From an optimization exercise on the open Yosys and OpenROAD flow, aimed at small area; shortcuts taken in it are not production practice.
In this exercise RTL edits were held to simulation tests only and were not proved equivalent to the original.
Power figures rest on the tool's default switching activity, not on a simulated workload.

== run 1 ==
// top
module top (
    input clock,
    input resetn,
    input pkt_valid,
    input [7:0] data_in,
    input [2:0] read_en,
    output [2:0] vld_out,
    output [7:0] data_out_0,
    output [7:0] data_out_1,
    output [7:0] data_out_2,
    output [2:0] full,
    output [2:0] empty,
    output busy,
    output err
);
Size in the first run: ~49 I/O pins, ~0.017 mm2 of cells after synthesis.
export LEC_CHECK = 0
export ABC_AREA = 1
export CAP_MARGIN = 20
export CORE_MARGIN = 2
export CORE_UTILIZATION = 80
export SLEW_MARGIN = 20
create_clock -name core_clock -period 7.0 [get_ports {clock}]
standard.sh (not shown) runs the stock make flow with config.mk's settings and CLKGATE_MAP_FILE= SYNTH_SCRIPT=/design/flow/synth_recipe.tcl, a recipe that flattens the netlist after the stock synthesis.
==> flow/flow/run.sh <==
#!/bin/bash
# Own layout flow:
#  1. the standard synthesis (standard.sh synth), unchanged;
#  2. its combinational logic re-mapped by ABC with an area-oriented script
#     (flow/remap.tcl); every flip-flop instance is kept as it is: same
#     name, same cell;
#  3. the standard layout (standard.sh) on that netlist, with buf_1 as
#     the port buffer and a clock tree built from clkbuf_4 without dummy loads.
# Each tool's output goes to a log file of its own in the work folder.
set -euo pipefail
W=$(pwd)
R=$W/orfs/results/$FLOW_PLATFORM/top/base
YOSYS=$(command -v yosys || echo "$FLOW_HOME/../tools/install/yosys/bin/yosys")

bash standard.sh synth > "$W/1_standard_synth.log" 2>&1
cp "$R/1_2_yosys.v" "$W/standard_synth.v"

LIBFILE=$FLOW_HOME/platforms/$FLOW_PLATFORM/lib/sky130_fd_sc_hd__tt_025C_1v80.lib \
DONT_USE="$(cat "$W/flow/dont_use.txt")" \
NETIN=$W/standard_synth.v NETOUT=$W/remap.v STATOUT=$W/remap_stat.txt \
ABCSCRIPT=$W/flow/area.abc \
    "$YOSYS" -c "$W/flow/remap.tcl" > "$W/2_remap.log" 2>&1

grep -oE '^ *sky130_fd_sc_hd__[a-z0-9_]*df[a-z0-9_]* [^ ]+' "$W/standard_synth.v" | sort > "$W/ff_std.txt"
grep -oE '^ *sky130_fd_sc_hd__[a-z0-9_]*df[a-z0-9_]* [^ ]+' "$W/remap.v" | sort > "$W/ff_remap.txt"
cmp "$W/ff_std.txt" "$W/ff_remap.txt"
if grep -qE 'sky130_fd_sc_hd__(lpflow|probe)' "$W/remap.v"; then
    echo "re-mapped netlist uses a don't-use cell" >&2
    exit 1
fi

cp "$W/remap.v" "$R/1_2_yosys.v"
touch "$R/1_2_yosys.v"

export BUFFER_PORTS_ARGS="-buffer_cell sky130_fd_sc_hd__buf_1"
export CTS_ARGS="$(cat "$W/flow/cts_args.txt")"
bash standard.sh > "$W/3_standard_layout.log" 2>&1
==> flow/flow/cts_args.txt <==
-sink_clustering_enable -repair_clock_nets -dont_use_dummy_load -buf_list sky130_fd_sc_hd__clkbuf_8 -sink_clustering_size 18 -sink_clustering_max_diameter 70
Other scripts of this flow, unchanged in this note and not shown: flow/flow/area.abc, flow/flow/dont_use.txt, flow/flow/remap.tcl
Modified inputs, run 2 compared to run 1
Settings: swapping 20 for 5 in CAP_MARGIN; swapping 20 for 5 in SLEW_MARGIN; swapping 80 for 75 in CORE_UTILIZATION.
==> flow/flow/cts_args.txt <==
-sink_clustering_enable -repair_clock_nets -dont_use_dummy_load -buf_list sky130_fd_sc_hd__clkbuf_4 -sink_clustering_size 10 -sink_clustering_max_diameter 40
Findings:
Run comparison: run 1 capture point of the critical path data_out_0[5]; run 2 capture point of the critical path data_out_1[5]. Of run 2 and run 1, the run reporting the lower logic gate share of total power was run 2. Run 2 has initial core utilization below what run 1 had. Measured against each other, run 2 and run 1 differ in final-layout worst hold slack, the lower figure coming from run 1.
[inputs] run 3 vs run 2
Settings: CORE_UTILIZATION changed from 75 to 70; CAP_MARGIN changed from 5 to 10; SLEW_MARGIN changed from 5 to 10; GPL_TIMING_DRIVEN newly set to 0.
==> flow/flow/cts_args.txt <==
-sink_clustering_enable -repair_clock_nets -dont_use_dummy_load -buf_list sky130_fd_sc_hd__clkbuf_8 -sink_clustering_size 14 -sink_clustering_max_diameter 60
### Flow results
Run 3: PASS, flow complete, no timing, DRC or antenna violations
From run 2 to run 3 the numbers moved as follows: number of buffers other than clock buffers in the final layout has decreased; number of setup buffers added after CTS saw little to no change; post-layout minimum cycle time fell 170 ps.
Compared with run 2, run 3 shows a minimum setup slack in the final design that is 170 ps higher.
Edits applied to the flow inputs when going from run 3 to run 4:
Settings: changing CORE_UTILIZATION from 70 to 75; removing GPL_TIMING_DRIVEN (formerly 0).
==> flow/flow/cts_args.txt <==
-sink_clustering_enable -repair_clock_nets -dont_use_dummy_load -buf_list sky130_fd_sc_hd__clkbuf_4 -sink_clustering_size 9 -sink_clustering_max_diameter 45
--- outcome ---
Row overall via count from detail_route: run 4 higher / run 3 lower
Taking run 3 as the reference, in run 4 worst path arrival time went up 70 ps; worst max-slew margin expressed relative to the limit went up 1.6 points.
Portion of the layout cell area used by clock cells in run 4 vs run 3: down 0.46 points

========
Setup of P:
Starting RTL as in the previous note.
Settings: LEC_CHECK=0, ABC_AREA=1, CAP_MARGIN=20, CORE_MARGIN=2, CORE_UTILIZATION=60, CTS_BUF_LIST=sky130_fd_sc_hd__clkbuf_4, SLEW_MARGIN=20; clock period 7.0 ns.
run.sh (not shown) runs the stock make flow with config.mk's settings and CLKGATE_MAP_FILE= SYNTH_SCRIPT=/design/flow/synth_recipe.tcl, a recipe that flattens the netlist after the stock synthesis.
Stock flow here: none of the scripts above is used.
P finished every stage and its layout cleared the timing, DRC and antenna checks.
Input changes introduced in Q (baseline for comparison: P):
Settings: removing CTS_BUF_LIST (formerly sky130_fd_sc_hd__clkbuf_4); removing ABC_AREA (formerly 1); changing CORE_UTILIZATION from 60 to 40.
### Flow results
Wire length of the first global-routing pass came out higher on Q than on P.
Final critical path time including I/O delays and setup ended up 330 ps higher on Q than on P.
The synthesized netlist net count reported for Q is smaller than that of P by 188.
Looking at arrival time at the worst endpoint, Q sits 330 ps higher than P does.

[separate check: timing with driven ports]
The flow's constraints put no driver on any port. The routed layouts listed below were extracted and timed again, unchanged, in two steps. Step 1 assumes that a clkbuf_16 drives the clock port and a buf_2 every other input. Step 2, shift: input delay + t, output delay - t, t = (earliest + latest rising clock arrival at the registers) / 2. This alone moves slack from input paths to output paths. a / b / c = ideal / step 1 / step 2; a / b = the first two.
run	t, ns	slack for setup (ns)	hold slack, ns	clock arrival spread, ns	worst register clock-pin slew, ns
run 1	0.645	2.053 / 2.007 / 2.651	0.470 / 0.470 / 0.470	0.041 / 0.041	0.11 / 0.11
run 2	0.720	2.007 / 1.966 / 2.686	0.474 / 0.474 / 0.474	0.067 / 0.066	0.11 / 0.11
run 3	0.584	2.181 / 2.132 / 2.716	0.474 / 0.474 / 0.474	0.039 / 0.040	0.09 / 0.09
run 4	0.742	2.108 / 2.068 / 2.810	0.444 / 0.444 / 0.444	0.078 / 0.078	0.10 / 0.10
P	0.806	2.150 / 2.101 / 2.907	0.401 / 0.401 / 0.401	0.079 / 0.078	0.08 / 0.08
Q	0.637	1.820 / 1.771 / 2.408	0.454 / 0.454 / 0.454	0.017 / 0.017	0.07 / 0.07
After both steps setup and hold are still met in every run listed.
